Context: an optimization exercise on an open-source flow, tuned for small area, a short achievable clock period and few clock cycles per item. The choices shown serve that exercise and are no tape-out recipe.
Only simulation tests tie the RTL to the original design; equivalence was not proved.
Power is estimated from default activity; no workload was simulated.

## oak
==> module FIR_core_N, before the edit <==
module FIR_core_N (
	output reg signed [37:0] dout,
	output reg valid_out,
	output reg signed [15:0] fl,
	output reg in_ready,
	input clk,
	input rstn,
	input signed [15:0] din,
	input valid_in,
	input signed [15:0] cin,
	input [5:0] caddr,
	input cload);
	reg signed [15:0] c [0:62];
	reg signed [15:0] x [0:62];
	reg [5:0] clr;
	reg clrd;
	reg busy;
	reg [2:0] t;
	reg last, v1;
	reg signed [37:0] acc, s_r;
	integer k;
	wire accept = valid_in & in_ready;
	wire sh = accept | ~clrd;
	always @(posedge clk) begin
		for (k = 0; k < 63; k = k + 1)
			if (cload && caddr == k) c[k] <= cin;
		if (sh) begin
			x[0] <= clrd ? din : 16'sd0;
			for (k = 1; k < 63; k = k + 1) x[k] <= x[k-1];
		end
	end
	reg signed [31:0] prod [0:7];
	reg signed [37:0] psum;
	integer l;
	always @(*) begin
		psum = 38'sd0;
		for (l = 0; l < 8; l = l + 1) begin
			if (t == 3'd7 && l == 7) prod[l] = 32'sd0;
			else prod[l] = x[{t, l[2:0]}] * c[{t, l[2:0]}];
			psum = psum + prod[l];
		end
	end
	wire signed [37:0] acc_n = (t == 3'd0 ? 38'sd0 : acc) + psum;
	always @(posedge clk) begin
		if (busy) acc <= acc_n;
		if (busy && t == 3'd7) s_r <= acc_n;
	end
	always @(posedge clk or negedge rstn) begin
		if (!rstn) begin
			clr <= 6'd0;
			clrd <= 1'b0;
			in_ready <= 1'b0;
			busy <= 1'b0;
			t <= 3'd0;
			last <= 1'b0;
			v1 <= 1'b0;
			valid_out <= 1'b0;
		end else begin
			if (!clrd) clr <= clr + 6'd1;
			if (clr == 6'd62) clrd <= 1'b1;
			if (accept) begin
				busy <= 1'b1;
				t <= 3'd0;
				in_ready <= 1'b0;
			end else if (busy) begin
				t <= t + 3'd1;
				if (t == 3'd6) in_ready <= 1'b1;
				if (t == 3'd7) busy <= 1'b0;
			end else if (clr == 6'd62) begin
				in_ready <= 1'b1;
			end
			v1 <= busy && t == 3'd7;
			valid_out <= v1;
		end
	end
	wire [15:0] f;
	fx2fp u_fx2fp (.fx(s_r[31:0]), .fp(f));
	always @(posedge clk) begin
		dout <= s_r;
		fl <= f;
	end
endmodule
export LEC_CHECK = 0
export CAP_MARGIN = 20
export CORE_MARGIN = 2
export CORE_UTILIZATION = 40
export SLEW_MARGIN = 20
create_clock -name core_clock -period 11.5 [get_ports {clk}]
run.sh (not shown) runs the stock make flow with config.mk's settings and CLKGATE_MAP_FILE= SYNTH_SCRIPT=/design/flow/synth_recipe.tcl, a recipe that flattens the netlist after the stock synthesis.
The flow completed for oak, but it is not clean: the layout still shows setup timing.
Testbench counts of oak, summed over its fixed seeds: cycles 3,096, items 384.
## Diff of input files: pine against oak
--- a/flow/design.v
+++ b/flow/design.v
@@ -28,34 +28,42 @@
 			x[0] <= clrd ? din : 16'sd0;
 			for (k = 1; k < 63; k = k + 1) x[k] <= x[k-1];
 		end
 	end
 	reg signed [31:0] prod [0:7];
-	reg signed [37:0] psum;
 	integer l;
 	always @(*) begin
-		psum = 38'sd0;
 		for (l = 0; l < 8; l = l + 1) begin
 			if (t == 3'd7 && l == 7) prod[l] = 32'sd0;
 			else prod[l] = x[{t, l[2:0]}] * c[{t, l[2:0]}];
-			psum = psum + prod[l];
 		end
 	end
-	wire signed [37:0] acc_n = (t == 3'd0 ? 38'sd0 : acc) + psum;
+	reg signed [31:0] pr [0:7];
+	reg [2:0] t1;
+	reg bz1;
+	reg signed [37:0] qsum;
+	always @(*) begin
+		qsum = 38'sd0;
+		for (l = 0; l < 8; l = l + 1) qsum = qsum + pr[l];
+	end
+	wire signed [37:0] acc_n = (t1 == 3'd0 ? 38'sd0 : acc) + qsum;
 	always @(posedge clk) begin
-		if (busy) acc <= acc_n;
-		if (busy && t == 3'd7) s_r <= acc_n;
+		for (l = 0; l < 8; l = l + 1) pr[l] <= prod[l];
+		t1 <= t;
+		if (bz1) acc <= acc_n;
+		if (bz1 && t1 == 3'd7) s_r <= acc_n;
 	end
 	always @(posedge clk or negedge rstn) begin
 		if (!rstn) begin
 			clr <= 6'd0;
 			clrd <= 1'b0;
 			in_ready <= 1'b0;
 			busy <= 1'b0;
 			t <= 3'd0;
 			last <= 1'b0;
 			v1 <= 1'b0;
+			bz1 <= 1'b0;
 			valid_out <= 1'b0;
 		end else begin
 			if (!clrd) clr <= clr + 6'd1;
 			if (clr == 6'd62) clrd <= 1'b1;
 			if (accept) begin
@@ -67,11 +75,12 @@
 				if (t == 3'd6) in_ready <= 1'b1;
 				if (t == 3'd7) busy <= 1'b0;
 			end else if (clr == 6'd62) begin
 				in_ready <= 1'b1;
 			end
-			v1 <= busy && t == 3'd7;
+			bz1 <= busy;
+			v1 <= bz1 && t1 == 3'd7;
 			valid_out <= v1;
 		end
 	end
 	wire [15:0] f;
 	fx2fp u_fx2fp (.fx(s_r[31:0]), .fp(f));
--- outcome ---
pine: flow completed, timing, DRC and antenna clean
pine ends up with a multiplexer area fraction after synthesis that is 0.18 points higher than in oak.
Relative to oak, die height increased by about 2.2% in pine.
Compared with oak, in pine share of the final layout cell area in sequential cells climbed 3.9 points; share of total power in the clock network climbed 4.8 points; synthesized cell count increased by 1164 relative to the old numbers.
Going from oak to pine, starting DRC count in detailed routing shrank slightly.
Of pine and oak, oak shows the higher time the final worst path needs with I/O delays and setup, with pine below it.
Looking at wire length, pine sits 2.8% lower than oak does.
Compared with oak, in pine share of the clock period used by the worst path fell 46 points; final core utilization fell 3.6 points.
Testbench counts of pine, summed over its fixed seeds: cycles 3,104, items 384.

re-timing with driven ports:
In the flow no input, the clock included, has a driving cell. The finished layouts below were timed again as built, in two steps. Step 1 sets driving cells, clkbuf_16 on the clock port and buf_2 on the other inputs (assumed; they add their load-dependent delay and slew). Step 2, shift: input delay + t, output delay - t, t = (earliest + latest rising clock arrival at the registers) / 2. This alone moves slack from input paths to output paths. a / b / c = ideal ports / drivers / drivers and shift; a / b = the first two.
run | t (ns) | setup slack, ns | worst setup path after step 2 | latest minus earliest clock arrival (ns) | worst data-port slew with drivers (ns)
oak | 0.990 | -4.200 / -4.200 / -4.200 | register to register | 0.104 / 0.104 | 0.07
pine | 1.040 | 1.061 / 1.061 / 1.061 | register to register | 0.066 / 0.067 | 0.09
